What follows belongs to an exercise in optimizing a design on an open flow for small area and a short achievable clock period; a production flow would make more cautious choices.
Where RTL was checked, it was by simulation tests only, not by an equivalence proof against the original.
No functional check of the RTL was part of run 2.
In every run shown here, the design's own scripts or RTL, not TritonCTS, make the clock network.
The clock port is modelled as an ideal driver, which makes a skipped or thinned clock tree look cheaper than it is; a real chip needs a root buffer or a tree.
Power and IR drop assume default switching activity.

### flow/run.sh
#!/bin/bash
# ORFS layout through the standard.sh, with
#  - the standard flow's synthesis script, but ABC mapping for area (flow/synth.tcl),
#  - plain buf_1 cells as port buffers (the resizer upsizes where needed),
#  - a hand-built two-level clock tree (flow/cts_hook.tcl) in place of
#    TritonCTS, for a low clock insertion delay.
set -euo pipefail
here=$(cd "$(dirname "$0")" && pwd)
export BUFFER_PORTS_ARGS="-buffer_cell sky130_fd_sc_hd__buf_1"
export PRE_CTS_TCL="$here/cts_hook.tcl"
export MCTS_RLEV=2 MCTS_LLEV=2
export MCTS_ROOT=sky130_fd_sc_hd__clkbuf_16 MCTS_LEAF=sky130_fd_sc_hd__clkbuf_8
bash standard.sh SYNTH_SCRIPT="$here/synth.tcl" > standard.log 2>&1
### config.mk
export PLATFORM = sky130hd
export DESIGN_NAME = PelicanMAC
export DESIGN_NICKNAME = PelicanMAC
export VERILOG_FILES = /design/flow/design.v
export SDC_FILE = /design/flow/constraint.sdc
export NUM_CORES = 4
export LEC_CHECK = 0
export CAP_MARGIN = 20
export CORE_MARGIN = 2
export CORE_UTILIZATION = 40
export SETUP_SLACK_MARGIN = 1.8
export SLEW_MARGIN = 20
export SYNTH_HIERARCHICAL = 1
export SYNTH_MINIMUM_KEEP_SIZE = 0
### standard.sh
#!/bin/bash
# synth_recipe.tcl (not shown) runs the flow's synth.tcl, then flattens the netlist and writes it again
# the make line also repeats each setting of config.mk as NAME=value (left out here)
make -C /OpenROAD-flow-scripts/flow DESIGN_CONFIG=/design/flow/config.mk WORK_HOME=/design/flow/orfs CLKGATE_MAP_FILE= SYNTH_SCRIPT=/design/flow/synth_recipe.tcl "${@:-finish}"
### design.v
module XORmessage(f,s,d,k,r,h,x,e,
                  y);
input  f,s,d,k,r,h,x,e;
output y;
assign y = ((f & r) | (s & h)) ^ ((d & x) | (k & e));
endmodule
module XORmessage0(f,s,d,r,h,x,
                   y);
input  f,s,d,r,h,x;
output y;
assign y = ((f & r) | (s & h)) ^ (d & x);
endmodule
module XORmessage1(f,s,d,r,h,x,e,
                   y);
input  f,s,d,r,h,x,e;
output y;
assign y = ((f & r) | (s & h)) ^ ((d & x) | e);
endmodule
module GS(a3,a2,a1,a0,
          b3,b2,b1,b0);
input  a3,a2,a1,a0;
output b3,b2,b1,b0;
wire t0,t1,t2,t3,s1,s2;
assign t1 = a1 ^ ~(a0 & a2) ^ 1'b1;
assign t0 = a0 ^ ~(t1 & a3) ^ 1'b1;
assign t2 = a2 ^ ~(t0 | t1) ^ 1'b1;
assign t3 = ~(a3 ^ t2);
assign s1 = ~(t1 ^ t3);
assign s2 = t2 ^ ~(t0 & s1) ^ 1'b1;
assign b3 = t0;
assign b1 = s1;
assign b2 = s2;
assign b0 = t3;
endmodule
module SubCells(a0,a1,a2,a3,
                b0,b1,b2,b3);
input [31:0] a0,a1,a2,a3;
output[31:0] b0,b1,b2,b3;
genvar i;
generate
for (i = 0; i < 32; i = i + 1) begin : sb
    GS u(a3[i],a2[i],a1[i],a0[i],b3[i],b2[i],b1[i],b0[i]);
end
endgenerate
endmodule
module PermBits(a0,a1,a2,a3,
                b0,b1,b2,b3);
input [31:0] a0,a1,a2,a3;
output[31:0] b0,b1,b2,b3;
assign b0[0] = a0[0];
assign b0[24] = a0[1];
assign b0[16] = a0[2];
assign b0[8] = a0[3];
assign b0[1] = a0[4];
assign b0[25] = a0[5];
assign b0[17] = a0[6];
assign b0[9] = a0[7];
assign b0[2] = a0[8];
assign b0[26] = a0[9];
assign b0[18] = a0[10];
assign b0[10] = a0[11];
assign b0[3] = a0[12];
assign b0[27] = a0[13];
assign b0[19] = a0[14];
assign b0[11] = a0[15];
assign b0[4] = a0[16];
assign b0[28] = a0[17];
assign b0[20] = a0[18];
assign b0[12] = a0[19];
assign b0[5] = a0[20];
assign b0[29] = a0[21];
assign b0[21] = a0[22];
assign b0[13] = a0[23];
assign b0[6] = a0[24];
assign b0[30] = a0[25];
assign b0[22] = a0[26];
assign b0[14] = a0[27];
assign b0[7] = a0[28];
assign b0[31] = a0[29];
assign b0[23] = a0[30];
assign b0[15] = a0[31];
assign b1[8] = a1[0];
assign b1[0] = a1[1];
assign b1[24] = a1[2];
assign b1[16] = a1[3];
assign b1[9] = a1[4];
assign b1[1] = a1[5];
assign b1[25] = a1[6];
assign b1[17] = a1[7];
assign b1[10] = a1[8];
assign b1[2] = a1[9];
assign b1[26] = a1[10];
assign b1[18] = a1[11];
assign b1[11] = a1[12];
assign b1[3] = a1[13];
assign b1[27] = a1[14];
assign b1[19] = a1[15];
assign b1[12] = a1[16];
assign b1[4] = a1[17];
assign b1[28] = a1[18];
assign b1[20] = a1[19];
assign b1[13] = a1[20];
assign b1[5] = a1[21];
assign b1[29] = a1[22];
assign b1[21] = a1[23];
assign b1[14] = a1[24];
assign b1[6] = a1[25];
assign b1[30] = a1[26];
assign b1[22] = a1[27];
assign b1[15] = a1[28];
assign b1[7] = a1[29];
assign b1[31] = a1[30];
assign b1[23] = a1[31];
assign b2[16] = a2[0];
assign b2[8] = a2[1];
assign b2[0] = a2[2];
assign b2[24] = a2[3];
assign b2[17] = a2[4];
assign b2[9] = a2[5];
assign b2[1] = a2[6];
assign b2[25] = a2[7];
assign b2[18] = a2[8];
assign b2[10] = a2[9];
assign b2[2] = a2[10];
assign b2[26] = a2[11];
assign b2[19] = a2[12];
assign b2[11] = a2[13];
assign b2[3] = a2[14];
assign b2[27] = a2[15];
assign b2[20] = a2[16];
assign b2[12] = a2[17];
assign b2[4] = a2[18];
assign b2[28] = a2[19];
assign b2[21] = a2[20];
assign b2[13] = a2[21];
assign b2[5] = a2[22];
assign b2[29] = a2[23];
assign b2[22] = a2[24];
assign b2[14] = a2[25];
assign b2[6] = a2[26];
assign b2[30] = a2[27];
assign b2[23] = a2[28];
assign b2[15] = a2[29];
assign b2[7] = a2[30];
assign b2[31] = a2[31];
assign b3[24] = a3[0];
assign b3[16] = a3[1];
assign b3[8] = a3[2];
assign b3[0] = a3[3];
assign b3[25] = a3[4];
assign b3[17] = a3[5];
assign b3[9] = a3[6];
assign b3[1] = a3[7];
assign b3[26] = a3[8];
assign b3[18] = a3[9];
assign b3[10] = a3[10];
assign b3[2] = a3[11];
assign b3[27] = a3[12];
assign b3[19] = a3[13];
assign b3[11] = a3[14];
assign b3[3] = a3[15];
assign b3[28] = a3[16];
assign b3[20] = a3[17];
assign b3[12] = a3[18];
assign b3[4] = a3[19];
assign b3[29] = a3[20];
assign b3[21] = a3[21];
assign b3[13] = a3[22];
assign b3[5] = a3[23];
assign b3[30] = a3[24];
assign b3[22] = a3[25];
assign b3[14] = a3[26];
assign b3[6] = a3[27];
assign b3[31] = a3[28];
assign b3[23] = a3[29];
assign b3[15] = a3[30];
assign b3[7] = a3[31];
endmodule
module AddRoundKey(d,u,l,nl,
                   y);
input  d,u,l,nl;
output y;
assign y = (d & l) | (u & nl);
endmodule
module RoundFunction(a,
                     b);
input [127:0] a;
output[127:0] b;
wire [31:0] a0,a1,a2,a3;
wire [31:0] s0,s1,s2,s3;
wire [31:0] p0,p1,p2,p3;
genvar i;
generate
for (i = 0; i < 32; i = i + 1) begin : sl
    assign a0[i] = a[4*i];
    assign a1[i] = a[4*i+1];
    assign a2[i] = a[4*i+2];
    assign a3[i] = a[4*i+3];
    assign b[4*i]   = p0[i];
    assign b[4*i+1] = p1[i];
    assign b[4*i+2] = p2[i];
    assign b[4*i+3] = p3[i];
end
endgenerate
SubCells sc0(a0,a1,a2,a3,
             s0,s1,s2,s3);
PermBits pm0(s0,s1,s2,s3,
             p0,p1,p2,p3);
endmodule
module KeyUpdate(a,
                 b);
input [127:0] a;
output[127:0] b;
wire [31:0] a0,a1,a2,a3;
wire [31:0] b0,b1,b2,b3;
assign a0 = a[31:0];
assign a1 = a[63:32];
assign a2 = a[95:64];
assign a3 = a[127:96];
assign b3[0] = a0[12];
assign b3[1] = a0[13];
assign b3[2] = a0[14];
assign b3[3] = a0[15];
assign b3[4] = a0[0];
assign b3[5] = a0[1];
assign b3[6] = a0[2];
assign b3[7] = a0[3];
assign b3[8] = a0[4];
assign b3[9] = a0[5];
assign b3[10] = a0[6];
assign b3[11] = a0[7];
assign b3[12] = a0[8];
assign b3[13] = a0[9];
assign b3[14] = a0[10];
assign b3[15] = a0[11];
assign b3[16] = a0[18];
assign b3[17] = a0[19];
assign b3[18] = a0[20];
assign b3[19] = a0[21];
assign b3[20] = a0[22];
assign b3[21] = a0[23];
assign b3[22] = a0[24];
assign b3[23] = a0[25];
assign b3[24] = a0[26];
assign b3[25] = a0[27];
assign b3[26] = a0[28];
assign b3[27] = a0[29];
assign b3[28] = a0[30];
assign b3[29] = a0[31];
assign b3[30] = a0[16];
assign b3[31] = a0[17];
assign b0 = a1;
assign b1 = a2;
assign b2 = a3;
assign b = {b3,b2,b1,b0};
endmodule
module PelicanMAC(clk,rst,
             load_iv,
             load_k,
             load_m,
             din,
             dout,
             done);
input             clk,rst;
input             load_iv;
output            load_k;
output            load_m;
input     [127:0] din;
output    [127:0] dout;
output            done;
reg st_i, st_k, st_e, st_p, st_x, st_d;    
reg st_r, st_h, st_nk;                     
reg kc;                                    
reg [1:0] blok;                            
reg second;                                
reg last;                                  
reg lm;                                    
reg [5:0] q;                               
wire last_n = (st_e & (q == 6'd45)) | (st_p & (q == 6'd33));
wire b3     = (blok == 2'd3);
wire n_i = rst;
wire n_k = ~rst & (st_i | (st_k & ~kc) | (st_x & b3));
wire n_e = ~rst & ((st_k & kc) | (st_e & ~last));
wire n_x = ~rst & ((st_e & last & ~second) | (st_p & last));
wire n_p = ~rst & ((st_x & ~b3) | (st_p & ~last));
wire n_d = ~rst & (st_d | (st_e & last & second));
always @(posedge clk) begin
    st_i   <= n_i;
    st_k   <= n_k;
    st_e   <= n_e;
    st_p   <= n_p;
    st_x   <= n_x;
    st_d   <= n_d;
    st_r   <= n_e | n_p;
    st_h   <= n_i | n_k | n_x | n_d;
    st_nk  <= ~n_k;
    kc     <= ~rst & st_k & ~kc;
    blok   <= rst ? 2'd0 : blok + {1'b0, st_x};
    second <= ~rst & (second | (st_x & b3));
    last   <= ~rst & last_n;
    lm     <= ~rst & ((st_e & (q == 6'd45) & ~second) | (st_p & (q == 6'd33)));
    q      <= (st_k | st_x) ? 6'd1 : {q[4:0], ~(q[5] ^ q[4])};
end
assign load_k = st_k;
assign load_m = lm;
assign done   = st_d;
reg  [127:0] s;
reg  [127:0] k;
wire [127:0] sp;
wire [127:0] kuo;
wire rl = st_r & ~load_iv;       
wire hl = st_h & ~load_iv;       
wire xl = st_x | load_iv;        
wire el = st_e & ~load_iv;       
wire pl = st_p & ~load_iv;       
RoundFunction rf0(s, sp);
KeyUpdate ku0(k, kuo);
reg [127:0] kt, ke;
integer m;
always @(*) begin
    kt = 128'd0;
    ke = 128'd0;
    for (m = 0; m < 32; m = m + 1) begin
        kt[4*m+1] = k[m];     ke[4*m+1] = el;
        kt[4*m+2] = k[64+m];  ke[4*m+2] = el;
    end
    for (m = 0; m < 6; m = m + 1) begin
        kt[4*m+3] = q[m];     ke[4*m+3] = rl;
    end
end
wire [127:0] sn, kn;
genvar j;
generate
for (j = 0; j < 128; j = j + 1) begin : sb
    if (j % 4 == 0) begin : c1
        XORmessage1 mx(sp[j], s[j], din[j], rl, hl, xl, pl, sn[j]);
    end else if (j == 127) begin : c2
        XORmessage1 mx(sp[j], s[j], din[j], rl, hl, xl, rl, sn[j]);
    end else if ((j % 4 == 3) && (j / 4 >= 6)) begin : nc
        XORmessage0 mx(sp[j], s[j], din[j], rl, hl, xl, sn[j]);
    end else begin : wc
        XORmessage  mx(sp[j], s[j], din[j], kt[j], rl, hl, xl, ke[j], sn[j]);
    end
    AddRoundKey km(din[j], kuo[j], st_k, st_nk, kn[j]);
end
endgenerate
always @(posedge clk) begin
    s <= sn;
    k <= kn;
end
assign dout = s;
endmodule
### constraint.sdc
create_clock -name core_clock -period 3.5 [get_ports {clk}]
set_input_delay 0.7000 -clock core_clock [delete_from_list [all_inputs] [get_ports {clk}]]
set_output_delay 0.7000 -clock core_clock [all_outputs]
set_load 0.01 [all_outputs]
### flow/cts_hook.tcl
# PRE_CTS hook: build a shallow, balanced clock tree by hand (see mancts.tcl)
# in place of TritonCTS; the rest of ORFS's CTS step (legalisation, timing
# repair) runs as usual.
source [file join [file dirname [info script]] mancts.tcl]
man_cts $::env(MCTS_RLEV) $::env(MCTS_LLEV) $::env(MCTS_ROOT) $::env(MCTS_LEAF)
set_propagated_clock [all_clocks]
rename clock_tree_synthesis ""
proc clock_tree_synthesis {args} {
  puts "clock_tree_synthesis skipped: clock tree built by cts_hook.tcl"
}
### flow/synth.tcl
# The standard synthesis script (synth_recipe.tcl), except that ABC maps
# the S-box module GS and the key-input module AddRoundKey first with ORFS's
# speed script, then everything else
# with flow/abc_area.script: area-oriented mapping without ABC's own buffering
# and sizing, which the placer's timing repair does instead. Registers,
# flattening and renaming are exactly as in synth_recipe.tcl.
set ::abc_area_script [file join [file dirname [info script]] abc_area.script]
proc synth {args} { yosys synth -nofsm -noshare {*}$args }
proc abc {args} {
  set i [lsearch -exact $args -script]
  if {$i >= 0} {
    yosys abc {*}$args GS
    yosys abc {*}$args AddRoundKey
    lset args [expr {$i + 1}] $::abc_area_script
  }
  yosys abc {*}$args
}
source $::env(SCRIPTS_DIR)/synth.tcl
# left out here: clear keep_hierarchy, flatten, clean up, hide names made inside functions, write 1_2_yosys.v
### flow/mancts.tcl
# Manual clock tree: the flip-flops are split by balanced recursive bisection
# of their placed positions into 2^(rlev+llev) groups; each group gets a leaf
# buffer at its centre, and each 2^llev neighbouring leaves a root buffer
# driven by the clock port (2^rlev roots). With llev 0 the roots drive the
# flip-flops directly.
proc man_cts {rlev llev rootcell leafcell} {
  set block [ord::get_db_block]
  set db [ord::get_db]
  set clknet [$block findNet clk]
  set sinks {}
  foreach it [$clknet getITerms] {
    lappend sinks $it
  }
  # positions
  set pts {}
  foreach it $sinks {
    set inst [$it getInst]
    set bb [$inst getBBox]
    lappend pts [list [expr {([$bb xMin]+[$bb xMax])/2}] [expr {([$bb yMin]+[$bb yMax])/2}]]
  }
  # balanced recursive bisection: split along the wider spread
  proc bisect {items levels} {
    if {$levels == 0} { return [list $items] }
    set xs {}; set ys {}
    foreach it $items { lappend xs [lindex $it 0]; lappend ys [lindex $it 1] }
    set xs [lsort -integer $xs]; set ys [lsort -integer $ys]
    set ax [expr {([lindex $xs end] - [lindex $xs 0]) >= ([lindex $ys end] - [lindex $ys 0]) ? 0 : 1}]
    set s [lsort -integer -index $ax $items]
    set h [expr {[llength $s] / 2}]
    return [concat [bisect [lrange $s 0 [expr {$h-1}]] [expr {$levels-1}]] [bisect [lrange $s $h end] [expr {$levels-1}]]]
  }
  proc centre {items} {
    set sx 0; set sy 0
    foreach it $items { incr sx [lindex $it 0]; incr sy [lindex $it 1] }
    set n [llength $items]
    return [list [expr {$sx / $n}] [expr {$sy / $n}]]
  }
  set items {}
  set i 0
  foreach p $pts { lappend items [list [lindex $p 0] [lindex $p 1] $i]; incr i }
  set groups [bisect $items [expr {$rlev + $llev}]]
  set lasg [lrepeat [llength $pts] 0]
  set lcs {}
  set g 0
  foreach grp $groups {
    lappend lcs [centre $grp]
    foreach it $grp { lset lasg [lindex $it 2] $g }
    incr g
  }
  set nleaf [expr {$llev > 0 ? [llength $groups] : 0}]
  set nroot [expr {1 << $rlev}]
  set per [expr {1 << $llev}]
  set rcs {}; set rasg {}
  for {set r 0} {$r < $nroot} {incr r} {
    set sub {}
    for {set l [expr {$r*$per}]} {$l < ($r+1)*$per} {incr l} { lappend sub [lindex $lcs $l]; lappend rasg $r }
    lappend rcs [centre $sub]
  }
  set rootm [$db findMaster $rootcell]
  set leafm [$db findMaster $leafcell]
  # root buffers
  set rnets {}
  for {set r 0} {$r < $nroot} {incr r} {
    set inst [odb::dbInst_create $block $rootm "mcts_root_$r"]
    $inst setLocation [lindex $rcs $r 0] [lindex $rcs $r 1]
    $inst setPlacementStatus PLACED
    set net [odb::dbNet_create $block "mcts_rnet_$r"]
    $net setSigType CLOCK
    [$inst findITerm A] connect $clknet
    [$inst findITerm X] connect $net
    lappend rnets $net
  }
  set dnets $rnets
  if {$nleaf > 0} {
    set dnets {}
    for {set l 0} {$l < $nleaf} {incr l} {
      set inst [odb::dbInst_create $block $leafm "mcts_leaf_$l"]
      $inst setLocation [lindex $lcs $l 0] [lindex $lcs $l 1]
      $inst setPlacementStatus PLACED
      set net [odb::dbNet_create $block "mcts_lnet_$l"]
      $net setSigType CLOCK
      [$inst findITerm A] connect [lindex $rnets [lindex $rasg $l]]
      [$inst findITerm X] connect $net
      lappend dnets $net
    }
  }
  set i 0
  foreach it $sinks {
    $it disconnect
    $it connect [lindex $dnets [lindex $lasg $i]]
    incr i
  }
}
### flow/abc_area.script
strash
dch
map -a
==> results of run 1 <==
## flip-flops by register name (all words and copies together), names as in the netlist, 2 cells and up
| register | cells |
|---|---|
| s | 128 |
| blok | 2 |
| k | 128 |
| q | 6 |
## synthesized netlist by cell type
cell / count
mux2i_1: 64
a21oi_1: 101
nor3_1: 3
and3_2: 1
buf_4: 288
o21a_1: 1
a31oi_1: 1
dfxtp_1: 277
o211ai_1: 32
nor2_1: 54
a22oi_1: 200
ha_1: 2
nand3b_1: 32
nand4_1: 3
a22o_1: 128
nand2_1: 90
xnor2_1: 96
o21ai_0: 32
nand3_1: 32
a21boi_0: 1
clkinv_1: 15
xor2_1: 128
or2_2: 2
## Yosys stat by module (local to each module, per instance), a selection
module	flip-flops and latches	cell area (µm²)	cells inside	copies in the design
XORmessage1	0	21.3	3	33
XORmessage	0	23.8	3	70
PermBits	0	961	128	1
KeyUpdate	0	961	128	1
AddRoundKey	0	8.76	1	128
PelicanMAC	277	5820	335	1
XORmessage0	0	20.0	3	25
GS	0	100	15	32
## power by group
group | internal, mW | total [mW] | switching, mW | leakage [nW]
registers | 3.70 | 4.54 | 0.844 | 2.36
logic | 1.09 | 2.34 | 1.24 | 2.80
clock network | 0.625 | 1.61 | 0.982 | 0.164
## worst min path at each step
stage	startpoint	endpoint
finish	k[115]$_DFF_P_	k[83]$_DFF_P_
CTS	k[47]$_DFF_P_	k[15]$_DFF_P_
floorplan	q[1]$_SDFF_PP0_	q[2]$_SDFF_PP0_
global route	k[47]$_DFF_P_	k[15]$_DFF_P_
detailed placement	k[117]$_DFF_P_	k[85]$_DFF_P_
global placement	k[56]$_DFF_P_	k[24]$_DFF_P_
## worst reg2reg max path, stage by stage, from the launching register on
cell and delay, ps:
dfxtp_4 460, buf_4 260, buf_4 500, a22o_1 310
## repair_timing
| item | in CTS | in global routing |
|---|---|---|
| cloned | 2 | 1 |
| endpoints found under the setup margin | 294 | 95 |
| pin swaps | 1 | 0 |
| resized for setup | 142 | 51 |
| buffers inserted | 5 | 4 |
## routing by layer
metal	up-vias	wire, µm	global-route usage, %
li1	5528	-	-
met1	5905	22700	34.8
met2	443	23500	40.4
met3	45	3280	3.12
met4	0	826	4.04
met5	-	0	0
## final cells by class
type                    instances  area, µm²  share of cell area, %
diodes                          1       2.50                 0.0163
plain buffers                  20        320                   2.09
inverters                      15       56.3                  0.367
multi-input cells            1004       7210                   47.0
flip-flops and latches        277       5810                   37.8
well taps                     468        586                   3.82
repair buffers                287       1360                   8.87
## stage by stage
stage / hold WS, ps / setup slack, ps / total power, mW / utilization, %
after floorplan: 416 / 761 / 6.87 / -
after global placement: 422 / 1210 / 6.75 / 39.6
after detailed placement: 424 / 1130 / 6.79 / 39.6
after CTS: 444 / 1680 / 8.49 / 41.4
after global routing: 458 / 1770 / 8.92 / 41.8
final: 442 / 1790 / 8.49 / 41.8
## cell families after synthesis
kind of cell / share of synthesized area [%]
and+or+nand+nor: 6.66
xor gates and xnor gates: 13.1
AOI/OAI and AO/OA: 23.8
buffers and inverters: 14.9
adders and majority gates: 0.168
muxes: 4.29
DFF: 37.1
==> metrics.md, run 1 <==
| Metric | Value |
|---|---|
| Mapped Cells | 1583 |
| Area Growth Syn to Fin | 2.72% |
| CP endpoint | s[23]$_DFF_P_ |
| Pwr Density | around 550 nW/µm² |
| Placer congestion estimate | around 0.82 |
| Area leader, netlist | dfxtp_1 |
| Die area | 38900 µm² |
| IO Pins | about 260 |
| Crit start category | input pin |
| Row cnt | 70 |
| CP max FO | 64 |
| Final min period | around 1700 ps |
| MaxCap Viol Count | 0 |
| Final setup fails | 0 |
| RSZ-0062 raised after global routing | true |
| Status | timing/DRC/antenna clean |
| Horiz. Die Dim | 197 µm |
| Routed vias/inst | 5.75 |
| Required time worst endpoint | between 3000 and 4000 ps |
| Area contributors post-synth | dfxtp_1 37%, buf_4 14%, a22oi_1 10%, a22o_1 7.5%, xor2_1 7.5% |
| LEAKAGE | ~5.3 nW |
| RR Startpoint | st_k$_DFF_P_ |
| Hpwl dp | 34600 µm |
| Final cell count without fillers | 2072 |
| Placed cell areas | between 10000 and 15000 µm² |
| PortBufs | roughly 260 |
| R2R Path End | k[108]$_DFF_P_ |
| Avg WL per Cell | around 24 µm |
| Clk latency of the worst-skew pair | between 300 and 400 ps |
| WP data arrival | 1910 ps |
| Yosys reg bits | ~280 |
| DRT Pass-1 Iters | 5 |
| Crit-path cells | buf_2 -> nor2_4 -> clkbuf_16 -> a22oi_1 -> xor2_1 |
| CP Depth | 5 |
| Peak VDD IR | 0.269 mV |
| Reg-to-reg slack, setup | roughly 1900 ps |
| Layout fillers | about 3700 |
| Hold path cells | 1 |
| Core area | between 30000 and 40000 µm² |
| Post-synth top area share | around 37% |
| DRC viols | 0 |
| Setup_tns | 0 ps |
| Dpl cells | 2039 |
| Cell variety after synth | 23 |
| Nets | approximately 1700 |
| Synthesis Warnings | 7 |
| Crit end category | register |
| Pin count of the biggest net entering global routing | 78 |
| Layout cells sized above 1 | between 10% and 20% |
| Syn Nets | 1716 |
| Reg clk slew, reported paths | approximately 120 ps |
| Post-route cell area | roughly 15000 µm² |
| ANT nets after route | 0 |
| Fmax | just under 600 MHz |
| Tcrit/Tclk final | between 40% and 50% |
| Initial DRC count | slightly below 1000 |
| Hold WC Path Type | register to register |
| Mean Syn Cell Area | 9.43 µm² |
| Total wire length | between 50000 and 60000 µm |
| Hold Vio Cnt, Final | 0 |
| First-pass GRT wire length | approximately 72000 µm |
| Most common cell after layout, fill and taps aside | buf_1 |
| Crit path launch | load_iv |
| Setup skew after layout | about 18 ps |
| Worst reg2reg path depth | 3 |
| GRT Util Overall | between 20% and 30% |
| Die Height | between 150 and 200 µm |
| WP buf/inv | 2 |
| CP max stage cell | clkbuf_16 |
| Least-Margin Pin Slew | ~740 ps |
| Slew Viols, Final | 0 |
| Worst slew margin | between 50% and 60% |
| Post-synthesis sequential area ratio | 37.1% |
| Initial Util | between 40 and 50% |
| Overflow after GRT | 0 |
| # hold bufs at CTS | 0 |
| Commonest non-fill, non-tap cells in the layout | 240 x buf_1, 199 x a22oi_1, 147 x dfxtp_1 |
| Post-Syn Area | about 15000 µm² |
| Vias in the first global route | approximately 11000 |
| Initial antenna violation count | 1 |
| Crit path largest cell delay | slightly below 400 ps |
| Vias post-DR | between 10000 and 15000 |
| CP top delay family | buffers and inverters |
| Setup CP Type | input pin to register |
==> run 2, diff against run 1 <==
--- a/design.v
+++ b/design.v
@@ -22,13 +22,8 @@
 output b3,b2,b1,b0;
-wire t0,t1,t2,t3,s1,s2;
-assign t1 = a1 ^ ~(a0 & a2) ^ 1'b1;
-assign t0 = a0 ^ ~(t1 & a3) ^ 1'b1;
-assign t2 = a2 ^ ~(t0 | t1) ^ 1'b1;
-assign t3 = ~(a3 ^ t2);
-assign s1 = ~(t1 ^ t3);
-assign s2 = t2 ^ ~(t0 & s1) ^ 1'b1;
-assign b3 = t0;
-assign b1 = s1;
-assign b2 = s2;
-assign b0 = t3;
+wire x23 = a2 ^ a3;
+wire x12 = a1 ^ a2;
+assign b0 = ~(a0 | a1) ^ x23;
+assign b1 = (a0 & ~x12) ^ x23;
+assign b2 = a3 ? (a0 ^ (a2 & ~a1)) : x12;
+assign b3 = a0 ^ (a3 & (a1 ^ (a0 & a2)));
 endmodule
--- a/flow/run.sh
+++ b/flow/run.sh
@@ -11,3 +11,3 @@
 export MCTS_RLEV=2 MCTS_LLEV=2
-export MCTS_ROOT=sky130_fd_sc_hd__clkbuf_16 MCTS_LEAF=sky130_fd_sc_hd__clkbuf_8
+export MCTS_ROOT=sky130_fd_sc_hd__clkbuf_16 MCTS_LEAF=sky130_fd_sc_hd__clkbuf_16
 bash standard.sh SYNTH_SCRIPT="$here/synth.tcl" > standard.log 2>&1
==> run 2 against run 1 <==
  * Still clean
  * Wire length decreased by 1.5%
  * Synthesized cell count decreased by 6.1%
  * Worst setup slack improved by 38 ps
  * Critical endpoint is now dout[5]
  * Largest power group unchanged
  * Highest routed layer unchanged
==> metrics.md, run 2 <==
| Metric | Value |
|---|---|
| Status | timing/DRC/antenna clean |
| Crit end category | output port |
| Final min period | 1670 ps (-38.2 ps) |
| CP max stage cell | dfxtp_1 |
| Vias in the first global route | 10675 (-2.0%) |
| Final setup fails | 0 (unchanged) |
| Post-route cell area | 15800 µm² (+2.7%) |
| Yosys reg bits | 277 (unchanged) |
| Nets | 1712 (-1.5%) |
| Top Registers | k: 128 flops, s: 128 flops, q: 6 flops |
| Post-synthesis compound-gate area fraction | 21.9% (-1.9 points) |
| Overflow after GRT | 0 (unchanged) |
| Row cnt | 70 (unchanged) |
| Routed vias/inst | 5.57 (-3.2%) |
| Setup skew after layout | 12.8 ps (-5.66 ps) |
| Placer congestion estimate | 0.827 (+1.1%) |
| Area leader, netlist | dfxtp_1 |
| Die area | 38900 µm² (unchanged) |
| Area contributors post-synth | dfxtp_1 37%, buf_4 13%, a22oi_1 10%, xor2_1 9.4%, a22o_1 7.5% |
| Worst reg2reg path depth | 6 (+3) |
| Layout cells sized above 1 | 13.9% (+1.1 points) |
| Synthesis Warnings | 7 (unchanged) |
| PortBufs | 261 (unchanged) |
| Tcrit/Tclk final | 47.8% (-1.1 points) |
| Seq. cell area | 5680 µm² (-2.1%) |
| Slew Viols, Final | 0 (unchanged) |
| Total wire length | 49500 µm (-1.5%) |
| Die Height | 197 µm (unchanged) |
| Reg clk slew, reported paths | 80 ps (-40 ps) |
| Post-synth EDFFs | 0 (unchanged) |
| Worst slew margin | 54.4% (+3.9 points) |
| Post-synthesis mux area share | 4.29% (unchanged) |
| Clk latency of the worst-skew pair | 310 ps (about the same) |
| Commonest non-fill, non-tap cells in the layout | 246 x buf_1, 197 x a22oi_1, 176 x dfxtp_1 |
| R2R Path End | s[106]$_DFF_P_ |
| Worst hold path endpoint | k[5]$_DFF_P_ |
| WP data arrival | 970 ps (-940 ps) |
| Fmax | 597 MHz (+2.3%) |
| Crit-path cells | buf_2 |
| Hold WC Path Type | register to register |
| Initial DRC count | 926 (-4.7%) |
| Initial Util | 40.7% (unchanged) |
| Layout fillers | 3602 (-1.8%) |
| Crit start category | register |
| Setup_tns | 0 ps (unchanged) |
| Hold Vio Cnt, Final | 0 (unchanged) |
| Avg WL per Cell | 24.5 µm (+1.2%) |
| Pwr Density | 585 nW/µm² (+5.8%) |
| Hold path cells | 1 (unchanged) |
| Placed cell areas | 14800 µm² (+2.0%) |
| Top cells by count, synth | 277 x dfxtp_1, 256 x buf_4, 200 x a22oi_1 |
| Async SR Flop Fraction | 0% (unchanged) |
| Mean Syn Cell Area | 10.0 µm² (+6.5%) |
| Most common cell in the netlist | dfxtp_1 |
| MaxCap Viol Count | 0 (unchanged) |
| Cell variety after synth | 23 (unchanged) |
| RSZ-0062 raised after global routing | true |
| Post-synth top area share | 37.1% (unchanged) |
| LEAKAGE | 5.80 nW (+9.0%) |
| # hold bufs at CTS | 0 (unchanged) |
| ANT nets after route | 0 (unchanged) |
| Hpwl dp | 35400 µm (+2.2%) |
| Initial antenna violation count | 3 (+2) |
| IO Pins | 262 (unchanged) |
| Xor/xnor cell area share of the yosys netlist | 16.6% (+3.5 points) |
| Area Growth Syn to Fin | 5.45% |
| Vias post-DR | 11239 (-5.7%) |
| Post-synthesis sequential area ratio | 37.1% (unchanged) |
| Pin count of the biggest net entering global routing | 70 (-10%) |
| Post-synthesis simple-gate area fraction | 3.18% (-3.5 points) |
| Reg-to-reg slack, setup | 1830 ps (-70 ps) |
| Multi-input logic area | 7360 µm² (+2.1%) |
| Crit path largest cell delay | 460 ps (+70 ps) |
| Peak VDD IR | 0.230 mV (-15%) |
| CP max FO | 5 (-92%) |
| DRT Pass-1 Iters | 6 (+1) |
| WP buf/inv | 1 (-1) |
| DRC viols | 0 (unchanged) |
| Min-delay src | k[37]$_DFF_P_ |
| Mapped Cells | 1487 (-6.1%) |
| CP top delay family | flip-flops |
| Fraction of the mapped netlist area in adder cells | 2.85% (+2.7 points) |
| Post-Syn Area | 14900 µm² (unchanged) |
| Most common cell after layout, fill and taps aside | buf_1 |
| Required time worst endpoint | 2800 ps (-890 ps) |
| Syn Nets | 1652 (-3.7%) |
| RR Startpoint | s[45]$_DFF_P_ |
| Core area | 36700 µm² (unchanged) |
| Least-Margin Pin Slew | 684 ps (-58.1 ps) |
| First-pass GRT wire length | 70800 µm (-2.1%) |
| Largest family of logic cells by synthesized area | compound AO/OA/AOI/OAI gates |
| Horiz. Die Dim | 197 µm (unchanged) |
| Main synth FF type | dfxtp_1 |
| GRT Util Overall | 24.3% (-0.27 points) |
| Setup CP Type | register to output port |
[run 2: cell families after synthesis]
kind of cell | Yosys count
adders and majority gates | 34
and+or+nand+nor | 121
muxes | 64
buffers and inverters | 303
xor gates and xnor gates | 256
DFF | 277
AOI/OAI and AO/OA | 432
[run 2: where the power goes]
part / internal [mW] / switching, mW / leakage (nW)
sequential: 3.68 / 0.729 / 2.34
combinational: 1.25 / 1.49 / 3.21
clock: 1.02 / 1.05 / 0.246
total: 5.95 / 3.27 / 5.80
[run 2: cell type report]
| cell class | instances | share of cell area (%) |
|---|---|---|
| sequential | 277 | 36.1 |
| tap | 468 | 3.72 |
| antenna | 5 | 0.0794 |
| inverter | 47 | 1.12 |
| timing repair buffer | 293 | 9.08 |
| multi-input combinational | 908 | 46.8 |
| buffer | 20 | 3.18 |
[run 2: layer usage]
| metal | track usage [%] | routed length [µm] | vias to the layer above |
|---|---|---|---|
| li1 | - | - | 5250 |
| met1 | 33.7 | 22100 | 5557 |
| met2 | 38.7 | 22400 | 374 |
| met3 | 4.05 | 3440 | 58 |
| met4 | 7.02 | 1560 | 0 |
| met5 | 0 | 0 | - |
[run 2: how the worst max path moves through the flow]
stage                       start              to  depth (start not counted)
floorplan                 load_iv    s[0]$_DFF_P_                          3
global placement          load_iv  s[125]$_DFF_P_                          5
detailed placement        load_iv   s[69]$_DFF_P_                          5
CTS                 s[54]$_DFF_P_        dout[54]                          1
global route        s[45]$_DFF_P_  s[106]$_DFF_P_                          6
finish               s[5]$_DFF_P_         dout[5]                          1
[run 2: per-module statistics from Yosys, one instance, submodules excluded, a selection]
module	cell area [µm²]	cells inside	times used
PelicanMAC	5820	335	1
KeyUpdate	961	128	1
PermBits	961	128	1
GS	100	12	32
XORmessage	23.8	3	70
XORmessage1	21.3	3	33
XORmessage0	20.0	3	25
AddRoundKey	8.76	1	128
[run 2: per-stage QoR]
stage                     util (%)  power [mW]  setup WS, ps  hold WS, ps  instances
after global routing          42.9        9.64          1770          444       2014
after detailed placement      40.4        7.05          1080          425       1977
after global placement        40.4        7.01          1110          422       1977
after floorplan                  -        7.08           761          416       1487
final                         42.9        9.21          1830          435       2018
after CTS                     42.6        9.19          1800          438       2012
[run 2: what timing repair did]
action,4_1_cts,5_1_grt
endpoints found under the setup margin,265,61
pin swaps,3,1
gates cloned,2,0
setup buffers,13,1
resized for setup,85,42
==> run 3, diff against run 2 <==
--- a/design.v
+++ b/design.v
@@ -22,8 +22,13 @@
 output b3,b2,b1,b0;
-wire x23 = a2 ^ a3;
-wire x12 = a1 ^ a2;
-assign b0 = ~(a0 | a1) ^ x23;
-assign b1 = (a0 & ~x12) ^ x23;
-assign b2 = a3 ? (a0 ^ (a2 & ~a1)) : x12;
-assign b3 = a0 ^ (a3 & (a1 ^ (a0 & a2)));
+wire t0,t1,t2,t3,s1,s2;
+assign t1 = a1 ^ ~(a0 & a2) ^ 1'b1;
+assign t0 = a0 ^ ~(t1 & a3) ^ 1'b1;
+assign t2 = a2 ^ ~(t0 | t1) ^ 1'b1;
+assign t3 = ~(a3 ^ t2);
+assign s1 = ~(t1 ^ t3);
+assign s2 = t2 ^ ~(t0 & s1) ^ 1'b1;
+assign b3 = t0;
+assign b1 = s1;
+assign b2 = s2;
+assign b0 = t3;
 endmodule
==> flow/abc_gs.script (new file) <==
&get -n
&st
&dch
&nf
&put
--- a/flow/synth.tcl
+++ b/flow/synth.tcl
@@ -1,5 +1,5 @@
 # The standard synthesis script (synth_recipe.tcl), except that ABC maps
-# the S-box module GS and the key-input module AddRoundKey first with ORFS's
-# speed script, then everything else
-# with flow/abc_area.script: area-oriented mapping without ABC's own buffering
+# the S-box module GS first with flow/abc_gs.script (ABC's delay-oriented
+# mapper without buffering and sizing), the key-input module AddRoundKey with
+# ORFS's speed script, then everything else with flow/abc_area.script: area-oriented mapping without ABC's own buffering
 # and sizing, which the placer's timing repair does instead. Registers,
@@ -7,2 +7,3 @@
 set ::abc_area_script [file join [file dirname [info script]] abc_area.script]
+set ::abc_gs_script [file join [file dirname [info script]] abc_gs.script]
 proc synth {args} { yosys synth -nofsm -noshare {*}$args }
@@ -11,3 +12,5 @@
   if {$i >= 0} {
-    yosys abc {*}$args GS
+    set a2 $args
+    lset a2 [expr {$i + 1}] $::abc_gs_script
+    yosys abc {*}$a2 GS
     yosys abc {*}$args AddRoundKey
==> run 3 against run 2 <==
  * Clock power about the same
  * Worst hold slack better by 5.5 ps
  * Clock skew about the same
  * Area after synthesis down 2.4%
  * Utilization up 10 points
  * Die area down 2.4%
  * Sequential power down 1%
  * Register-to-register slack worse by 240 ps
  * Cell area up 21%
  * First-iteration DRC count up 0.22%
  * Critical path type is now register to register
==> metrics.md, run 3 <==
| Metric | Value |
|---|---|
| DRT Pass-1 Iters | 5 (-1) |
| PortBufs | 261 (unchanged) |
| Syn Nets | 1620 (-1.9%) |
| Reg clk slew, reported paths | 80 ps (about the same) |
| Setup_tns | 0 ps (unchanged) |
| Avg WL per Cell | 25.3 µm (+3.1%) |
| Crit path largest cell delay | 470 ps (about the same) |
| Status | timing/DRC/antenna clean |
| Total wire length | 56700 µm (+15%) |
| GRT Util Overall | 27.3% (+3.0 points) |
| Placer congestion estimate | 0.854 (+3.2%) |
| Mean Syn Cell Area | 9.80 µm² (-2.4%) |
| Clk latency of the worst-skew pair | 320 ps (about the same) |
| Die area | 38000 µm² (-2.4%) |
| Core area | 35700 µm² (-2.6%) |
| Sw frac | 37.5% (+2.0 points) |
| Post-synth EDFFs | 0 (unchanged) |
| Tcrit/Tclk final | 54.6% (+6.8 points) |
| Commonest non-fill, non-tap cells in the layout | 222 x buf_1, 222 x buf_4, 164 x a22oi_1 |
| Main synth FF type | dfxtp_1 |
| Setup skew after layout | 13.0 ps (+0.249 ps) |
| Initial DRC count | 928 (+0.22%) |
| LEAKAGE | 7.54 nW (+30%) |
| Required time worst endpoint | 3690 ps (+890 ps) |
| Slew Viols, Final | 0 (unchanged) |
| Sequential share of power | 34.8% (-13 points) |
| Hpwl dp | 34900 µm (-1.3%) |
| Routed vias/inst | 5.70 (+2.4%) |
| Setup CP Type | register to register |
| Peak VDD IR | 0.258 mV (+12%) |
| Hold WC Path Type | register to register |
| Row cnt | 69 (-1.4%) |
| Horiz. Die Dim | 195 µm (-1.2%) |
| Fmax | 523 MHz (-12%) |
| Comb power frac | 48.6% (+19 points) |
| P_sw | 4.69 mW (+44%) |
| DRC viols | 0 (unchanged) |
| First-pass GRT wire length | 78100 µm (+10%) |
| Pint | 7.83 mW (+32%) |
| Vias in the first global route | 11803 (+11%) |
| Vias post-DR | 12779 (+14%) |
| RSZ-0062 raised after global routing | true |
| Most Used Layer, Global Route | met2 |
| CP max FO | 3 (-2) |
| Least-Margin Pin Slew | 710 ps (+25.9 ps) |
| Cell variety after synth | 21 (-8.7%) |
| Die Height | 195 µm (-1.2%) |
| MaxCap Viol Count | 0 (unchanged) |
| ANT nets after route | 0 (unchanged) |
| M2 GR Usage | 44.8% (+6.0 points) |
| Top Registers | k: 128 flops, s: 128 flops, q: 6 flops |
| Final setup fails | 0 (unchanged) |
| Most common cell in the netlist | dfxtp_1 |
| Initial Util | 40.8% (+0.080 points) |
| Post-synthesis sequential area ratio | 38.0% (+0.92 points) |
| Final min period | 1910 ps (+236 ps) |
| Area leader, netlist | dfxtp_1 |
| Overflow after GRT | 0 (unchanged) |
| Final design utilization | 53.2% (+10 points) |
| WP data arrival | 2100 ps (+1130 ps) |
| Initial antenna violation count | 4 (+1) |
| # hold bufs at CTS | 0 (unchanged) |
| Async SR Flop Fraction | 0% (unchanged) |
| Area Growth Syn to Fin | 30.4% |
| Pwr Density | 659 nW/µm² (+13%) |
| Multi-input logic area | 8430 µm² (+14%) |
| Clk network pwr share | 16.6% (-5.9 points) |
| Area contributors post-synth | dfxtp_1 38%, buf_4 13%, a22oi_1 10%, xor2_1 9.6%, a22o_1 7.7% |
| IO Pins | 262 (unchanged) |
| Pin count of the biggest net entering global routing | 75 (+7.1%) |
| Yosys reg bits | 277 (unchanged) |
| Layout cells sized above 1 | 38.1% (+24 points) |
| Met1 usage | 36.7% (+3.0 points) |
| Crit start category | register |
| Worst slew margin | 52.6% (-1.7 points) |
| GR Util met3 | 4.72% (+0.67 points) |
| Synthesis Warnings | 7 (unchanged) |
| Mapped Cells | 1487 (unchanged) |
| Crit-path cells | inv_2 -> xnor3_2 -> xor2_4 -> a21oi_2 -> a31oi_4 -> a22oi_2 -> xor2_1 |
| Post-Syn Area | 14600 µm² (-2.4%) |
| Layout fillers | 3164 (-12%) |
| CP max stage cell | xnor3_2 |
| Crit end category | register |
| Hold Vio Cnt, Final | 0 (unchanged) |
| Nets | 1914 (+12%) |
| Top cells by count, synth | 277 x dfxtp_1, 256 x buf_4, 200 x a22oi_1 |
| Post-synth top area share | 38.0% (+0.92 points) |
| Seq. cell area | 5920 µm² (+4.1%) |
## run 3: worst paths after layout
kind,from,end,slack [ps],depth (start not counted)
worst max-delay path,s[46]$_DFF_P_,s[106]$_DFF_P_,1590,7
worst min-delay path,k[101]$_DFF_P_,k[69]$_DFF_P_,440,1
worst max register to register,s[46]$_DFF_P_,s[106]$_DFF_P_,1590,7
worst min register to register,k[101]$_DFF_P_,k[69]$_DFF_P_,440,1
## run 3: cell type report
class	count	area share, %
inverter	47	1.14
buffer	20	2.63
sequential	277	31.1
antenna	1	0.0132
multi-input combinational	909	44.4
timing repair buffer	526	17.7
tap	461	3.03
## run 3: kinds of logic after synthesis
group                    count (synthesis)  synth area share (%)
XOR/XNOR                               256                  18.4
AO/OA/AOI/OAI                          464                  23.5
AND/OR/NAND/NOR                        185                  5.45
flip-flops                             277                  38.0
adder cells (fa/ha/maj)                  2                 0.172
buffers and inverters                  303                  14.4
## run 3: timing repair
action                     4_1_cts  5_1_grt
resized for setup              378      205
pin swaps                      155      128
gates cloned                     5        1
buffers inserted               153       94
setup endpoints to repair      157      104
## run 3: Yosys stat by module, one instance, submodules excluded, excerpt
module,cells,flops+latches
PermBits,128,0
KeyUpdate,128,0
XORmessage1,3,0
XORmessage0,3,0
GS,12,0
AddRoundKey,1,0
PelicanMAC,335,277
XORmessage,3,0
## run 3: stage by stage
stage          cells  setup slack, ps  power, mW  hold WS [ps]  area (µm²)
6_report        2241             1590       12.5           441       19000
5_1_grt         2241             1540       13.0           450       19000
4_1_cts         2145             1570       11.5           439       17600
3_5_place_dp    1967              943       7.54           424       14500
3_3_place_gp    1967              969       7.48           421       14500
2_1_floorplan   1487              761       7.74           416       14600
## run 3: worst max-delay path: cells and delay by family, from the launching register on
family                    cells  cell delay [ps]
xor gates and xnor gates      3              860
DFF                           1              370
buffers and inverters         1               80
AOI/OAI and AO/OA             3              490
## run 3: power groups by stage
| stage | Sequential [mW] | Combinational, mW | Clock [mW] |
|---|---|---|---|
| final | 4.36 | 6.09 | 2.08 |
| after CTS | 4.32 | 5.06 | 2.10 |
| after detailed placement | 4.38 | 3.16 | 0 |
| after global routing | 4.39 | 6.39 | 2.21 |
| after floorplan | 4.26 | 3.47 | 0 |
| after global placement | 4.37 | 3.11 | 0 |
## run 3: per-layer routing
layer / vias to the layer above / wire, µm
li1: 5711 / -
met4: 6 / 2050
met2: 567 / 26500
met1: 6393 / 23800
met3: 102 / 4270
met5: - / 43
==> run 4, diff against run 3 <==
--- a/flow/run.sh
+++ b/flow/run.sh
@@ -4,3 +4,4 @@
 #  - plain buf_1 cells as port buffers (the resizer upsizes where needed),
-#  - a hand-built two-level clock tree (flow/cts_hook.tcl) in place of
+#  - a hand-built two-level clock tree of inverters (two inversions keep
+#    the clock's polarity; flow/cts_hook.tcl) in place of
 #    TritonCTS, for a low clock insertion delay.
@@ -11,3 +12,3 @@
 export MCTS_RLEV=2 MCTS_LLEV=2
-export MCTS_ROOT=sky130_fd_sc_hd__clkbuf_16 MCTS_LEAF=sky130_fd_sc_hd__clkbuf_16
+export MCTS_ROOT=sky130_fd_sc_hd__clkinv_16 MCTS_LEAF=sky130_fd_sc_hd__clkinv_8
 bash standard.sh SYNTH_SCRIPT="$here/synth.tcl" > standard.log 2>&1
--- a/flow/cts_hook.tcl
+++ b/flow/cts_hook.tcl
@@ -10 +10,7 @@
 }
+# ORFS's CTS step next clones clock inverters next to each register load;
+# the hand-built tree is already final.
+rename repair_clock_inverters ""
+proc repair_clock_inverters {args} {
+  puts "repair_clock_inverters skipped: clock tree built by cts_hook.tcl"
+}
--- a/flow/mancts.tcl
+++ b/flow/mancts.tcl
@@ -4,3 +4,4 @@
 # driven by the clock port (2^rlev roots). With llev 0 the roots drive the
-# flip-flops directly.
+# flip-flops directly. The cells may be buffers or, with two levels,
+# inverters (output pin Y), whose two inversions keep the polarity.
 proc man_cts {rlev llev rootcell leafcell} {
@@ -69,3 +70,3 @@
     [$inst findITerm A] connect $clknet
-    [$inst findITerm X] connect $net
+    [$inst findITerm [expr {[$inst findITerm X] ne "NULL" ? "X" : "Y"}]] connect $net
     lappend rnets $net
@@ -82,3 +83,3 @@
       [$inst findITerm A] connect [lindex $rnets [lindex $rasg $l]]
-      [$inst findITerm X] connect $net
+      [$inst findITerm [expr {[$inst findITerm X] ne "NULL" ? "X" : "Y"}]] connect $net
       lappend dnets $net
==> flow/synth.tcl (replaced) <==
# The standard synthesis script (synth_recipe.tcl), except that ABC maps
# the S-box module GS and the key-input module AddRoundKey first with ORFS's
# speed script, then everything else
# with flow/abc_area.script: area-oriented mapping without ABC's own buffering
# and sizing, which the placer's timing repair does instead. Registers,
# flattening and renaming are exactly as in synth_recipe.tcl.
set ::abc_area_script [file join [file dirname [info script]] abc_area.script]
proc synth {args} { yosys synth -nofsm -noshare {*}$args }
proc abc {args} {
  set i [lsearch -exact $args -script]
  if {$i >= 0} {
    yosys abc {*}$args GS
    yosys abc {*}$args AddRoundKey
    lset args [expr {$i + 1}] $::abc_area_script
  }
  yosys abc {*}$args
}
source $::env(SCRIPTS_DIR)/synth.tcl
# left out here: clear keep_hierarchy, flatten, clean up, hide names made inside functions, write 1_2_yosys.v
removed: flow/abc_gs.script
==> run 4 against run 3 <==
  * Cell count decreased by 7.1%
  * Clock power fell by 25%
  * Fmax increased by 13%
  * Flip-flop and latch count unchanged
  * Synthesized cell count up 6.5%
  * Highest routed layer is now met4
==> metrics.md, run 4 <==
| Metric | Value |
|---|---|
| CP top delay family | buffers and inverters |
| Post-synth top area share | 37.1% (-0.92 points) |
| Horiz. Die Dim | 197 µm (+1.2%) |
| Final design utilization | 42.2% (-11 points) |
| Final setup fails | 0 (unchanged) |
| Initial Util | 40.7% (-0.080 points) |
| Clk latency of the worst-skew pair | 170 ps (-150 ps) |
| Vias in the first global route | 11030 (-6.5%) |
| Pin count of the biggest net entering global routing | 90 (+20%) |
| Hold path cells | 1 (unchanged) |
| Hold Vio Cnt, Final | 0 (unchanged) |
| Hpwl dp | 34600 µm (-0.84%) |
| Most common cell in the netlist | buf_4 |
| Worst hold path endpoint | k[29]$_DFF_P_ |
| Initial DRC count | 1041 (+12%) |
| Async SR Flop Fraction | 0% (unchanged) |
| Min-delay src | k[61]$_DFF_P_ |
| Layout cells sized above 1 | 6.52% (-32 points) |
| Mean Syn Cell Area | 9.43 µm² (-3.7%) |
| Overflow after GRT | 0 (unchanged) |
| PortBufs | 261 (unchanged) |
| Required time worst endpoint | 3550 ps (-140 ps) |
| CP max stage cell | buf_4 |
| Placer congestion estimate | 0.818 (-4.2%) |
| Peak VDD IR | 0.249 mV (-3.3%) |
| Xor/xnor cell area share of the yosys netlist | 13.1% (-5.3 points) |
| Post-synth EDFFs | 0 (unchanged) |
| Pwr Density | 544 nW/µm² (-17%) |
| Final min period | 1690 ps (-217 ps) |
| Dpl cells | 2039 (+3.7%) |
| Tcrit/Tclk final | 48.4% (-6.2 points) |
| Post-synthesis sequential area ratio | 37.1% (-0.92 points) |
| RSZ-0062 raised after global routing | true |
| Main synth FF type | dfxtp_1 |
| Status | timing/DRC/antenna clean |
| Synthesis Warnings | 7 (unchanged) |
| Die Height | 197 µm (+1.2%) |
| First-pass GRT wire length | 73400 µm (-6.1%) |
| Crit path largest cell delay | 370 ps (-100 ps) |
| Row cnt | 70 (+1.4%) |
| RR Startpoint | s[74]$_DFF_P_ |
| Fmax | 590 MHz (+13%) |
| # hold bufs at CTS | 0 (unchanged) |
| Yosys reg bits | 277 (unchanged) |
| Crit start category | input pin |
| Crit end category | register |
| Least-Margin Pin Slew | 750 ps (+39.5 ps) |
| Most common cell after layout, fill and taps aside | buf_1 |
| Post-Syn Area | 14900 µm² (+2.5%) |
| Fraction of the mapped netlist area in adder cells | 0.168% (-0.0041 points) |
| Top cells by count, synth | 288 x buf_4, 277 x dfxtp_1, 200 x a22oi_1 |
| Area leader, netlist | dfxtp_1 |
| Reg-to-reg slack, setup | 1860 ps (+270 ps) |
| Area contributors post-synth | dfxtp_1 37%, buf_4 14%, a22oi_1 10%, a22o_1 7.5%, xor2_1 7.5% |
| Die area | 38900 µm² (+2.4%) |
| LEAKAGE | 5.33 nW (-29%) |
| ANT nets after route | 0 (unchanged) |
| Commonest non-fill, non-tap cells in the layout | 260 x buf_1, 254 x dfxtp_1, 181 x a22oi_1 |
| Setup_tns | 0 ps (unchanged) |
| WP buf/inv | 2 (+1) |
| Setup skew after layout | 16.2 ps (+3.20 ps) |
| Hold WC Path Type | register to register |
| IO Pins | 262 (unchanged) |
| Area Growth Syn to Fin | 3.80% |
| Syn Nets | 1716 (+5.9%) |
| R2R Path End | s[113]$_DFF_P_ |
| WP data arrival | 1740 ps (-360 ps) |
| Post-synthesis compound-gate area fraction | 23.8% (+0.24 points) |
| Setup CP Type | input pin to register |
| Worst reg2reg path depth | 4 (-3) |
| GRT Util Overall | 25.1% (-2.2 points) |
| Total wire length | 52700 µm (-7.0%) |
| Core area | 36700 µm² (+2.7%) |
| Post-synthesis mux area share | 4.29% (+4.3 points) |
| Layout fillers | 3638 (+15%) |
| MaxCap Viol Count | 0 (unchanged) |
| Nets | 1746 (-8.8%) |
| Mapped Cells | 1583 (+6.5%) |
| Cell variety after synth | 23 (+9.5%) |
| Routed vias/inst | 5.79 (+1.5%) |
| CP max FO | 29 (+26) |
| Crit-path cells | buf_6 -> nor2_4 -> buf_4 -> a22oi_1 -> xor2_1 |
| Initial antenna violation count | 2 (-2) |
| Top Registers | k: 128 flops, s: 128 flops, q: 6 flops |
| DRC viols | 0 (unchanged) |
| Reg clk slew, reported paths | 70 ps (about the same) |
| Final cell count without fillers | 2082 (-7.1%) |
| Largest family of logic cells by synthesized area | compound AO/OA/AOI/OAI gates |
| Worst slew margin | 50.0% (-2.6 points) |
| DRT Pass-1 Iters | 5 (unchanged) |
| Avg WL per Cell | 25.3 µm (+0.11%) |
| Vias post-DR | 12045 (-5.7%) |
| Slew Viols, Final | 0 (unchanged) |
| Post-synthesis simple-gate area fraction | 6.66% (+1.2 points) |
[run 4: cell type report]
cell class / instances / area, µm² / share of cell area, %
Multi-Input combinational cell: 1005 / 7310 / 47.2
Sequential cell: 277 / 5580 / 36.0
Timing Repair Buffer: 294 / 1580 / 10.2
Tap cell: 468 / 586 / 3.78
Inverter: 35 / 437 / 2.82
Antenna cell: 3 / 7.51 / 0.0484
[run 4: worst max path at each step]
stage	startpoint	to	cells past startpoint
global route	load_iv	s[12]$_DFF_P_	5
CTS	load_iv	s[117]$_DFF_P_	5
floorplan	load_iv	s[0]$_DFF_P_	3
detailed placement	load_iv	s[117]$_DFF_P_	5
finish	load_iv	s[33]$_DFF_P_	5
global placement	load_iv	s[117]$_DFF_P_	5
[run 4: per-stage QoR]
stage | setup WS, ps | total power, mW | hold WS [ps] | cell area (µm²)
after floorplan | 761 | 6.87 | 416 | 15000
after global placement | 1210 | 6.75 | 422 | 14500
after detailed placement | 1130 | 6.79 | 424 | 14500
after CTS | 1750 | 8.40 | 438 | 15200
after global routing | 1750 | 8.85 | 450 | 15500
final | 1810 | 8.44 | 437 | 15500
[run 4: power by group]
group	switching [mW]	internal (mW)	total, mW	leakage [nW]
registers	0.859	3.64	4.50	2.33
logic	1.28	1.11	2.39	2.85
clock network	1.25	0.297	1.55	0.156
total	3.39	5.05	8.44	5.33
[run 4: logic make-up (layout without fill, tap and decap cells)]
kind of cell / after synthesis / count (layout)
AOI/OAI and AO/OA: 496 / 496
xor gates and xnor gates: 224 / 224
adders and majority gates: 2 / 2
buffers and inverters: 303 / 329
DFF: 277 / 277
muxes: 64 / 64
other: 0 / 3
and+or+nand+nor: 217 / 219
[run 4: worst register-to-register path, cell delays in order (launching register included)]
cell and delay, ps:
dfxtp_1 560, o21ai_0 210, xnor2_1 410, a22oi_1 180, xor2_1 160
[run 4: modules after synthesis, one instance, submodules excluded, a selection]
module / flops+latches / area (µm²) / copies in the design / cells
PelicanMAC: 277 / 5820 / 1 / 335
KeyUpdate: 0 / 961 / 1 / 128
PermBits: 0 / 961 / 1 / 128
GS: 0 / 100 / 32 / 15
XORmessage: 0 / 23.8 / 70 / 3
XORmessage1: 0 / 21.3 / 33 / 3
XORmessage0: 0 / 20.0 / 25 / 3
AddRoundKey: 0 / 8.76 / 128 / 1
[run 4: layer usage]
| metal | wire length (µm) | track usage, % |
|---|---|---|
| met5 | 0 | 0 |
| met4 | 1540 | 7.49 |
| met3 | 4040 | 4.59 |
| met2 | 23900 | 40.1 |
| met1 | 23200 | 34.4 |
[run 4: repair_timing]
action,4_1_cts,5_1_grt
endpoints found under the setup margin,183,185
pin swaps,2,2
setup buffers,6,2
gates cloned,6,6
resized for setup,26,37
==> run 5, diff against run 4 <==
--- a/flow/run.sh
+++ b/flow/run.sh
@@ -12,3 +12,3 @@
 export MCTS_RLEV=2 MCTS_LLEV=2
-export MCTS_ROOT=sky130_fd_sc_hd__clkinv_16 MCTS_LEAF=sky130_fd_sc_hd__clkinv_8
+export MCTS_ROOT=sky130_fd_sc_hd__inv_8 MCTS_LEAF=sky130_fd_sc_hd__inv_8
 bash standard.sh SYNTH_SCRIPT="$here/synth.tcl" > standard.log 2>&1
==> run 5 against run 4 <==
  * Still clean
  * Cell count is essentially flat
  * Worst hold slack gained 6.2 ps
  * Area after synthesis is the same
  * Flip-flop and latch count is the same
  * Die area is the same
  * Synthesized cell count is the same
  * Critical path type unchanged
==> metrics.md, run 5 <==
| Metric | Value |
|---|---|
| Area contributors post-synth | dfxtp_1 37%, buf_4 14%, a22oi_1 10%, a22o_1 7.5%, xor2_1 7.5% |
| Placer congestion estimate | 0.818 (unchanged) |
| Hpwl dp | 34600 µm (unchanged) |
| Peak VDD IR | 0.247 mV (-0.71%) |
| DRT Pass-1 Iters | 5 (unchanged) |
| LEAKAGE | 5.33 nW (-0.12%) |
| R2R Path End | s[113]$_DFF_P_ |
| Worst slew margin | 50.2% (+0.16 points) |
| Post-synthesis sequential area ratio | 37.1% (unchanged) |
| Total wire length | 53400 µm (+1.2%) |
| Final setup fails | 0 (unchanged) |
| Hold WC Path Type | register to register |
| PortBufs | 261 (unchanged) |
| MaxCap Viol Count | 0 (unchanged) |
| Worst reg2reg path depth | 4 (unchanged) |
| RR Startpoint | s[72]$_DFF_P_ |
| Vias in the first global route | 11083 (+0.48%) |
| Pin count of the biggest net entering global routing | 65 (-28%) |
| Pint | 4.97 mW (-1.4%) |
| Synthesis Warnings | 7 (unchanged) |
| Main synth FF type | dfxtp_1 |
| Setup skew after layout | 14.5 ps (-1.75 ps) |
| First-pass GRT wire length | 74700 µm (+1.8%) |
| Status | timing/DRC/antenna clean |
| ANT nets after route | 0 (unchanged) |
| Fmax | 594 MHz (+0.62%) |
| Area Growth Syn to Fin | 3.69% (about the same) |
| Crit path launch | load_iv |
| Final design utilization | 42.2% (about the same) |
| Sequential share of power | 54.1% (+0.8 points) |
| Setup CP Type | input pin to register |
| Async SR Flop Fraction | 0% (unchanged) |
| CP max FO | 28 (-3.4%) |
| Required time worst endpoint | 3580 ps (+30 ps) |
| Area leader, netlist | dfxtp_1 |
| DRC viols | 0 (unchanged) |
| Post-synth top area share | 37.1% (unchanged) |
| Die Height | 197 µm (unchanged) |
| Top cells by count, synth | 288 x buf_4, 277 x dfxtp_1, 200 x a22oi_1 |
| Sw frac | 40.3% (+0.10 points) |
| Clk latency of the worst-skew pair | 160 ps (about the same) |
| WP data arrival | 1760 ps (+20 ps) |
| Mean Syn Cell Area | 9.43 µm² (unchanged) |
| Crit start category | input pin |
| Row cnt | 70 (unchanged) |
| Most common cell in the netlist | buf_4 |
| Post-Syn Area | 14900 µm² (unchanged) |
| Yosys reg bits | 277 (unchanged) |
| Top Registers | k: 128 flops, s: 128 flops, q: 6 flops |
| Horiz. Die Dim | 197 µm (unchanged) |
| Reg clk slew, reported paths | 90 ps (+20 ps) |
| # hold bufs at CTS | 0 (unchanged) |
| RSZ-0062 raised after global routing | true |
| Comb power frac | 28.9% (+0.6 points) |
| Overflow after GRT | 0 (unchanged) |
| Crit end category | register |
| IO Pins | 262 (unchanged) |
| Final min period | 1680 ps (-10.4 ps) |
| Initial Util | 40.7% (unchanged) |
| Core area | 36700 µm² (unchanged) |
| Slew Viols, Final | 0 (unchanged) |
| Tcrit/Tclk final | 48.1% (-0.30 points) |
| CP endpoint | s[65]$_DFF_P_ |
| GRT Util Overall | 25.4% (+0.33 points) |
| Hold Vio Cnt, Final | 0 (unchanged) |
| Nets | 1748 (+0.11%) |
| Vias post-DR | 12071 (+0.22%) |
| Post-synth EDFFs | 0 (unchanged) |
| Setup_tns | 0 ps (unchanged) |
| Routed vias/inst | 5.80 (+0.17%) |
| Least-Margin Pin Slew | 747 ps (-2.39 ps) |
| Pwr Density | 538 nW/µm² (-1.2%) |
| Initial DRC count | 940 (-9.7%) |
| Commonest non-fill, non-tap cells in the layout | 260 x buf_1, 254 x dfxtp_1, 166 x a22oi_1 |
| Avg WL per Cell | 25.6 µm (+1.2%) |
| Initial antenna violation count | 0 (-2) |
| Reg-to-reg slack, setup | 1840 ps (-20 ps) |
| Cell variety after synth | 23 (unchanged) |
| Clk network pwr share | 17.0% (-1.4 points) |
| Mapped Cells | 1583 (unchanged) |
| Die area | 38900 µm² (unchanged) |
| P_sw | 3.36 mW (-1.0%) |
| Syn Nets | 1716 (unchanged) |
| Layout cells sized above 1 | 7.63% (+1.1 points) |
| Most common cell after layout, fill and taps aside | buf_1 |
## run 5: cell counts after synthesis
No cell type changed its count.
## run 5: critical path, stage by stage
cell	delay (ps)
buf_6	130
or2_4	330
buf_12	210
a22oi_2	190
xor2_1	190
## run 5: power by group through the flow
stage / logic (mW) / clock network (mW) / registers [mW]
detailed placement: 2.24 / 0 / 4.55
global route: 2.60 / 1.56 / 4.58
global placement: 2.22 / 0 / 4.53
CTS: 2.36 / 1.45 / 4.47
finish: 2.41 / 1.42 / 4.50
floorplan: 2.59 / 0 / 4.28
## run 5: cell type report
class | instances | area, µm²
Antenna cell | 2 | 5.00
Multi-Input combinational cell | 1005 | 7390
Inverter | 35 | 282
Tap cell | 468 | 586
Sequential cell | 277 | 5580
Fill cell | 3659 | 21200
Timing Repair Buffer | 296 | 1650
## run 5: kinds of logic (layout without fill, tap and decap cells)
kind of cell	Yosys count	after routing	share of synthesized area, %
buf+inv	303	331	14.9
other cells	0	2	0
xor+xnor	224	224	13.1
simple gates	217	219	6.66
fa+ha+maj	2	2	0.168
mux	64	64	4.29
compound gates	496	496	23.8
flops	277	277	37.1
## run 5: stage by stage
step / instance area (µm²) / instances / total power [mW] / setup WS [ps] / hold WS, ps
detailed placement: 14500 / 2039 / 6.79 / 1130 / 424
floorplan: 15000 / 1583 / 6.87 / 761 / 416
global placement: 14500 / 2039 / 6.75 / 1210 / 422
finish: 15500 / 2083 / 8.33 / 1820 / 443
CTS: 15100 / 2074 / 8.28 / 1740 / 441
global route: 15500 / 2081 / 8.75 / 1800 / 453
## run 5: worst min-delay path by stage
stage	endpoint	cells past startpoint	from	slack [ps]
finish	k[89]$_DFF_P_	1	k[121]$_DFF_P_	440
global route	k[15]$_DFF_P_	1	k[47]$_DFF_P_	450
CTS	k[15]$_DFF_P_	1	k[47]$_DFF_P_	440
detailed placement	k[85]$_DFF_P_	1	k[117]$_DFF_P_	420
global placement	k[24]$_DFF_P_	1	k[56]$_DFF_P_	420
floorplan	q[2]$_SDFF_PP0_	2	q[1]$_SDFF_PP0_	420
## run 5: timing repair
action,4_1_cts,5_1_grt
endpoints found under the setup margin,183,119
hold endpoints to repair,0,0
gates cloned,7,6
pin swaps,2,4
setup buffers,8,1
gates resized for setup,26,56
## run 5: Yosys stat by module (local to each module, per instance), excerpt
| module | copies in the design | cells |
|---|---|---|
| KeyUpdate | 1 | 128 |
| XORmessage1 | 33 | 3 |
| PelicanMAC | 1 | 335 |
| XORmessage0 | 25 | 3 |
| PermBits | 1 | 128 |
| GS | 32 | 15 |
## run 5: per-layer routing
layer	share of wire, %	routed length [µm]	track usage, %	vias up
li1	-	-	-	5569
met3	7.8	4190	3.45	57
met1	44	23500	35.8	5929
met5	0	0	0	-
met4	2.0	1070	4.46	0
met2	46	24600	41.9	516

-- what the ideal ports hide --
In the flow no input, the clock included, has a driving cell. The finished layouts below were timed again as built, in two steps.
Step 1: set_driving_cell puts a clkbuf_16 on clk and a buf_2 on each other input, an assumption about the parent block.
Step 2, shift: input delay + t, output delay - t, t = (earliest + latest rising clock arrival at the registers) / 2. This alone moves slack from input paths to output paths.
a / b / c = no drivers / after step 1 / after step 2; a / b = the first two.
run | t (ns) | setup WS [ns] | worst hold slack (ns) | clock arrival spread, ns
run 1 | 0.418 | 1.787 / 1.722 / 1.454 | 0.442 / 0.442 / 0.442 | 0.023 / 0.022
run 2 | 0.416 | 1.826 / 1.715 / 1.501 | 0.435 / 0.435 / 0.435 | 0.015 / 0.014
run 3 | 0.423 | 1.589 / 1.589 / 1.492 | 0.441 / 0.441 / 0.441 | 0.015 / 0.015
run 4 | 0.396 | 1.806 / 1.588 / 1.607 | 0.437 / 0.437 / 0.437 | 0.018 / 0.018
run 5 | 0.310 | 1.816 / 1.676 / 1.627 | 0.443 / 0.443 / 0.443 | 0.015 / 0.015
After both steps every run listed still meets setup and hold. For run 1, which loses most, drivers alone change the setup slack by -0.065 ns; drivers and shift together by -0.333 ns.
